Background: an optimization exercise with open tools, aiming at small area. Do not read the settings as production practice.
At most, simulation tests tie the RTL to the original design; equivalence was not proved.
The flow treats the clock pin as an ideal source. Dropping or thinning the clock tree relies on that and would not hold on a real chip.
Power is estimated from default activity; no workload was simulated.

==> module example, before the edit <==
module example(input wire clk,output reg a,output tog,input fl,input start,input reset ,input B0,input B9,input B1,input B2,input B3,input B4,input B5,input B6,input B7,input B8,output leda,output ledb,output ledc,output ledd,output lede,output ledf,output ledg);
assign tog=1'b0;
assign leda=1'b0;
assign ledb=1'b0;
assign ledc=1'b0;
assign ledd=1'b0;
assign lede=1'b0;
assign ledf=1'b0;
assign ledg=1'b0;
reg [7:0] delay1;                              
reg [2:0] count;                               
reg [5:0] tmp_hour, tmp_minute, tmp_second;    
reg [5:0] f_hour, f_minute, f_second;          
wire entry = fl & ~start;
wire cnt   = start & ~fl;
wire run   = fl ^ start;
wire hi0    = ~(delay1[7] | delay1[6]);
wire tick_e = entry & hi0 & (delay1[5:0] == 6'd26);
wire tick_c = cnt   & hi0 & (delay1[5:0] == 6'd39);
wire       clr_d = reset | tick_e | tick_c;
wire [7:0] d_inc = delay1 + {7'd0, run};
always @(posedge clk) delay1 <= clr_d ? 8'd0 : d_inc;
wire p01 = B0 | B1, p23 = B2 | B3, p45 = B4 | B5, p67 = B6 | B7, p89 = B8 | B9;
wire x01 = B0 ^ B1, x23 = B2 ^ B3, x45 = B4 ^ B5, x67 = B6 ^ B7, x89 = B8 ^ B9;
wire m01 = B0 & B1, m23 = B2 & B3, m45 = B4 & B5, m67 = B6 & B7, m89 = B8 & B9;
wire dbl = m01 | m23 | m45 | m67 | m89;
wire lo_any = p01 | p23, lo_two = p01 & p23;
wire mid_any = p45 | p67, mid_two = p45 & p67;
wire cnt4_any = lo_any | mid_any, cnt4_two = lo_two | mid_two | (lo_any & mid_any);
wire one = ~dbl & ~cnt4_two & (cnt4_any ^ p89);
wire [3:0] d;
assign d[0] = B1 | B3 | B5 | B7 | B9;
assign d[1] = p23 | p67;
assign d[2] = p45 | p67;
assign d[3] = p89;
wire accept = tick_e & one & ~(count[2] & count[1]);
always @(posedge clk)
  if (reset) count <= 3'd0;
  else if (accept) count <= count + 3'd1;
wire [3:0] cur = count[2] ? tmp_second[3:0] : count[1] ? tmp_minute[3:0] : tmp_hour[3:0];
wire [5:0] nv  = count[0] ? ({cur[2:0],3'b000} + {1'b0,cur,1'b0} + {2'b00,d}) : {2'b00,d};
wire [5:0] nvz = nv & {6{~reset}};
wire ld_h = reset | (accept & ~count[2] & ~count[1]);
wire ld_m = reset | (accept & count[1]);
wire ld_s = reset | (accept & count[2]);
always @(posedge clk) begin
  if (ld_h) tmp_hour   <= nvz;
  if (ld_m) tmp_minute <= nvz;
  if (ld_s) tmp_second <= nvz;
end
wire match  = (f_second == tmp_second) & (f_minute == tmp_minute) & (f_hour == tmp_hour);
wire s_wrap = (f_second == 6'd58);
wire m_wrap = (f_minute == 6'd58);
always @(posedge clk)
  a <= ~reset & (a ^ (accept | (tick_c & match)));
wire clr_f = reset | entry;
wire [5:0] s_inc = f_second + {5'd0, tick_c};
wire       cs    = tick_c & s_wrap;
wire [5:0] m_inc = f_minute + {5'd0, cs};
wire       cm    = cs & m_wrap;
wire [5:0] h_inc = f_hour + {5'd0, cm};
always @(posedge clk) begin
  f_second <= (clr_f | cs) ? 6'd0 : s_inc;
  f_minute <= (clr_f | cm) ? 6'd0 : m_inc;
  f_hour   <= clr_f ? 6'd0 : h_inc;
end
endmodule
Settings: LEC_CHECK=0, CAP_MARGIN=20, CORE_MARGIN=2, CORE_UTILIZATION=40, SLEW_MARGIN=20; clock period 10.0 ns.
run.sh (not shown) runs the stock make flow with config.mk's settings and CLKGATE_MAP_FILE= SYNTH_SCRIPT=/design/flow/synth_recipe.tcl, a recipe that flattens the netlist after the stock synthesis.
Change:
--- a/flow/design.v
+++ b/flow/design.v
@@ -37,8 +37,8 @@
 always @(posedge clk)
   if (reset) count <= 3'd0;
   else if (accept) count <= count + 3'd1;
-wire [3:0] cur = count[2] ? tmp_second[3:0] : count[1] ? tmp_minute[3:0] : tmp_hour[3:0];
-wire [5:0] nv  = count[0] ? ({cur[2:0],3'b000} + {1'b0,cur,1'b0} + {2'b00,d}) : {2'b00,d};
+wire [3:0] cur = ({4{~count[2] & ~count[1]}} & tmp_hour[3:0]) | ({4{~count[2]}} & tmp_minute[3:0]) | tmp_second[3:0];
+wire [5:0] nv  = {cur[2:0],3'b000} + {1'b0,cur,1'b0} + {2'b00,d};
 wire [5:0] nvz = nv & {6{~reset}};
 wire ld_h = reset | (accept & ~count[2] & ~count[1]);
 wire ld_m = reset | (accept & count[1]);
What happened: Total power rose by 12%. Sequential cell count does not change. Synthesized cell count fell by 8.2%. Via count came out lower by 6.8%. Core utilization is lower by 0.32 points. Count of clock-buffer cells in the layout falls by 2. Worst hold slack gets worse by 3.4 ps. Combinational power rises by 18%. Design area went down by 2.4%. Non-clock buffer count is unchanged. Maximum frequency came out lower by 6.7%. Synthesized area falls by 4.2%. Register-to-register slack improved by 180 ps.
The RTL of the first run of this note was laid out without a check of its function.

========
The RTL this note starts from:
==> flow/design.v <==
module example(input wire clk,output reg a,output tog,input fl,input start,input reset ,input B0,input B9,input B1,input B2,input B3,input B4,input B5,input B6,input B7,input B8,output leda,output ledb,output ledc,output ledd,output lede,output ledf,output ledg);
assign tog=1'b0;
assign leda=1'b0;
assign ledb=1'b0;
assign ledc=1'b0;
assign ledd=1'b0;
assign lede=1'b0;
assign ledf=1'b0;
assign ledg=1'b0;
reg [7:0] delay1;                              
reg [2:0] count;                               
reg [5:0] tmp_hour, tmp_minute, tmp_second;    
reg [5:0] f_hour, f_minute, f_second;          
wire entry = fl & ~start;
wire cnt   = start & ~fl;
wire run   = fl ^ start;
wire hi0    = ~(delay1[7] | delay1[6]);
wire tick_e = entry & hi0 & (delay1[5:0] == 6'd26);
wire tick_c = cnt   & hi0 & (delay1[5:0] == 6'd39);
wire       clr_d = reset | tick_e | tick_c;
wire [7:0] d_inc = delay1 + {7'd0, run};
always @(posedge clk) delay1 <= clr_d ? 8'd0 : d_inc;
wire p01 = B0 | B1, p23 = B2 | B3, p45 = B4 | B5, p67 = B6 | B7, p89 = B8 | B9;
wire x01 = B0 ^ B1, x23 = B2 ^ B3, x45 = B4 ^ B5, x67 = B6 ^ B7, x89 = B8 ^ B9;
wire m01 = B0 & B1, m23 = B2 & B3, m45 = B4 & B5, m67 = B6 & B7, m89 = B8 & B9;
wire dbl = m01 | m23 | m45 | m67 | m89;
wire lo_any = p01 | p23, lo_two = p01 & p23;
wire mid_any = p45 | p67, mid_two = p45 & p67;
wire cnt4_any = lo_any | mid_any, cnt4_two = lo_two | mid_two | (lo_any & mid_any);
wire one = ~dbl & ~cnt4_two & (cnt4_any ^ p89);
wire [3:0] d;
assign d[0] = B1 | B3 | B5 | B7 | B9;
assign d[1] = p23 | p67;
assign d[2] = p45 | p67;
assign d[3] = p89;
wire accept = tick_e & one & ~(count[2] & count[1]);
always @(posedge clk)
  if (reset) count <= 3'd0;
  else if (accept) count <= count + 3'd1;
wire [3:0] cur = ({4{~count[2] & ~count[1]}} & tmp_hour[3:0]) | ({4{~count[2]}} & tmp_minute[3:0]) | tmp_second[3:0];
wire [5:0] nv  = {cur[2:0],3'b000} + {1'b0,cur,1'b0} + {2'b00,d};
wire ld_h = accept & ~count[2] & ~count[1];
wire ld_m = accept & count[1];
wire ld_s = accept & count[2];
always @(posedge clk)
  if (reset) begin
    tmp_hour <= 6'd0; tmp_minute <= 6'd0; tmp_second <= 6'd0;
  end else begin
    if (ld_h) tmp_hour   <= nv;
    if (ld_m) tmp_minute <= nv;
    if (ld_s) tmp_second <= nv;
  end
wire match  = (f_second == tmp_second) & (f_minute == tmp_minute) & (f_hour == tmp_hour);
wire s_wrap = (f_second == 6'd58);
wire m_wrap = (f_minute == 6'd58);
always @(posedge clk)
  a <= ~reset & (a ^ (accept | (tick_c & match)));
wire clr_f = reset | entry;
wire [5:0] s_inc = f_second + {5'd0, tick_c};
wire       cs    = tick_c & s_wrap;
wire [5:0] m_inc = f_minute + {5'd0, cs};
wire       cm    = cs & m_wrap;
wire [5:0] h_inc = f_hour + {5'd0, cm};
always @(posedge clk) begin
  f_second <= (clr_f | cs) ? 6'd0 : s_inc;
  f_minute <= (clr_f | cm) ? 6'd0 : m_inc;
  f_hour   <= clr_f ? 6'd0 : h_inc;
end
endmodule
Settings: LEC_CHECK=0, CAP_MARGIN=20, CORE_MARGIN=2, CORE_UTILIZATION=65, SLEW_MARGIN=20; clock period 10.0 ns.
standard.sh (not shown) runs the stock make flow with config.mk's settings and CLKGATE_MAP_FILE= SYNTH_SCRIPT=/design/flow/synth_recipe.tcl, a recipe that flattens the netlist after the stock synthesis.
==> flow/flow/run.sh <==
#!/bin/bash
# Own layout flow: the standard synthesis, then an area-oriented ABC remap of the
# combinational logic only (flip-flops keep their cells and names), then the
# standard ORFS layout with small port buffers and a flat, slew-sized clock tree (post_cts.tcl).
set -euo pipefail
here=$(pwd)
R=$here/orfs/results/$FLOW_PLATFORM/example/base

bash standard.sh synth > "$here/log_synth.txt" 2>&1

cp "$R/1_2_yosys.v" "$here/std_netlist.v"
# twenty-four remaps (ABC seeds 1-8, each with a 10 s, 15 s and 30 s budget), four
# at a time; keep the smallest
SEEDS="$(seq -s ' ' 1 24)"
for seed in $SEEDS; do
  if (( seed > 1 && seed % 4 == 1 )); then wait; fi
  abcseed=$(( (seed - 1) % 8 + 1 ))
  budget=$(( seed <= 8 ? 15 : (seed <= 16 ? 30 : 10) ))
  sed -e "s/@SEED@/$abcseed/" -e "s/@T@/$budget/" "$here/flow/remap.abc.in" > "$here/remap_$seed.abc"
  LIB=$FLOW_HOME/platforms/$FLOW_PLATFORM/lib/sky130_fd_sc_hd__tt_025C_1v80.lib \
  IN="$here/std_netlist.v" OUT="$here/remap_$seed.v" ABCSCRIPT="$here/remap_$seed.abc" \
    yosys -c "$here/flow/remap.tcl" > "$here/log_remap_$seed.txt" 2>&1 &
done
wait
best=$(for seed in $SEEDS; do
  area=$(grep -o "Chip area for module '.example': [0-9.]*" "$here/remap_$seed.v.stat" 2>/dev/null | awk '{print $NF}' || true)
  if [[ -n "$area" && -s "$here/remap_$seed.v" ]]; then printf '%s %s\n' "$area" $seed; fi
done | sort -n | head -1 | awk '{print $2}')
echo "remap: seed $best chosen" > "$here/log_remap_choice.txt"
cat "$here"/remap_*.v.stat | grep "Chip area" >> "$here/log_remap_choice.txt"
cp "$here/remap_$best.v" "$here/remap_netlist.v"
cp "$here/remap_netlist.v" "$R/1_2_yosys.v"
rm -f "$R/1_synth.odb" "$R/1_synth.sdc"

bash standard.sh \
  "BUFFER_PORTS_ARGS=-buffer_cell sky130_fd_sc_hd__buf_1" \
  "CTS_ARGS=$(cat "$here/flow/cts_args.txt")" \
  "POST_CTS_TCL=$here/flow/post_cts.tcl" \
  "SKIP_REPAIR_TIE_FANOUT=1" \
  finish > "$here/log_layout.txt" 2>&1
Other scripts of this flow, unchanged in this note and not shown: flow/flow/cts_args.txt, flow/flow/post_cts.tcl, flow/flow/remap.abc.in, flow/flow/remap.tcl
Next try:
--- a/flow/design.v
+++ b/flow/design.v
@@ -18,13 +18,12 @@
 wire tick_e = entry & hi0 & (delay1[5:0] == 6'd26);
 wire tick_c = cnt   & hi0 & (delay1[5:0] == 6'd39);
 wire       clr_d = reset | tick_e | tick_c;
 wire [7:0] d_inc = delay1 + {7'd0, run};
 always @(posedge clk) delay1 <= clr_d ? 8'd0 : d_inc;
 wire p01 = B0 | B1, p23 = B2 | B3, p45 = B4 | B5, p67 = B6 | B7, p89 = B8 | B9;
-wire x01 = B0 ^ B1, x23 = B2 ^ B3, x45 = B4 ^ B5, x67 = B6 ^ B7, x89 = B8 ^ B9;
 wire m01 = B0 & B1, m23 = B2 & B3, m45 = B4 & B5, m67 = B6 & B7, m89 = B8 & B9;
 wire dbl = m01 | m23 | m45 | m67 | m89;
 wire lo_any = p01 | p23, lo_two = p01 & p23;
 wire mid_any = p45 | p67, mid_two = p45 & p67;
 wire cnt4_any = lo_any | mid_any, cnt4_two = lo_two | mid_two | (lo_any & mid_any);
 wire one = ~dbl & ~cnt4_two & (cnt4_any ^ p89);
@@ -48,14 +47,14 @@
   end else begin
     if (ld_h) tmp_hour   <= nv;
     if (ld_m) tmp_minute <= nv;
     if (ld_s) tmp_second <= nv;
   end
 wire match  = (f_second == tmp_second) & (f_minute == tmp_minute) & (f_hour == tmp_hour);
-wire s_wrap = (f_second == 6'd58);
-wire m_wrap = (f_minute == 6'd58);
+wire s_wrap = f_second[5] & f_second[4] & f_second[3] & f_second[1];
+wire m_wrap = f_minute[5] & f_minute[4] & f_minute[3] & f_minute[1];
 always @(posedge clk)
   a <= ~reset & (a ^ (accept | (tick_c & match)));
 wire clr_f = reset | entry;
 wire [5:0] s_inc = f_second + {5'd0, tick_c};
 wire       cs    = tick_c & s_wrap;
 wire [5:0] m_inc = f_minute + {5'd0, cs};
Result: Clock power came out higher by 7.0%; core utilization went up by 0.39 points; area after synthesis came out lower by 0.47%; hold slack barely changes; via count increases by 0.40%; setup slack degrades by 0.26 ns; critical path depth fell by 1; cell count fell by 3.2%.
No run of this note takes its clock network from TritonCTS; it comes from the design's own scripts or RTL.

==> afterwards: timing with drivers on the ports <==
The results above use ideal ports. As a check the final layouts listed here were re-extracted and re-timed, cells and wires unchanged.
Step 1 (the two cells are an assumption about what drives the block):
set clk [get_ports {clk}]
set_driving_cell -lib_cell sky130_fd_sc_hd__clkbuf_16 $clk
set_driving_cell -lib_cell sky130_fd_sc_hd__buf_2 [delete_from_list [all_inputs] $clk]
Step 2 also shifts input and output timing later by t, the mid clock arrival at the registers, as if the neighbouring blocks saw the same clock.
Three values: no drivers, after step 1, after step 2; two values: the first two.
| run | shift t [ns] | setup WS [ns] | worst slew at a driven data input, ns | pins driven straight from the clock port |
|---|---|---|---|---|
| the first run of note 1 | 0.325 | 5.712 / 5.716 / 5.391 | 0.03 | 1 |
| the second run of note 1 | 0.326 | 5.404 / 5.412 / 5.086 | 0.03 | 1 |
| the first run of note 2 | 0.190 | 5.171 / 5.193 / 5.003 | 0.03 | 4 |
| the second run of note 2 | 0.180 | 4.911 / 4.937 / 4.757 | 0.03 | 4 |
After both steps every run listed still meets setup and hold. The setup slack of the first run of note 1, which loses most, moves by +0.004 ns with the drivers and by -0.321 ns with both steps.
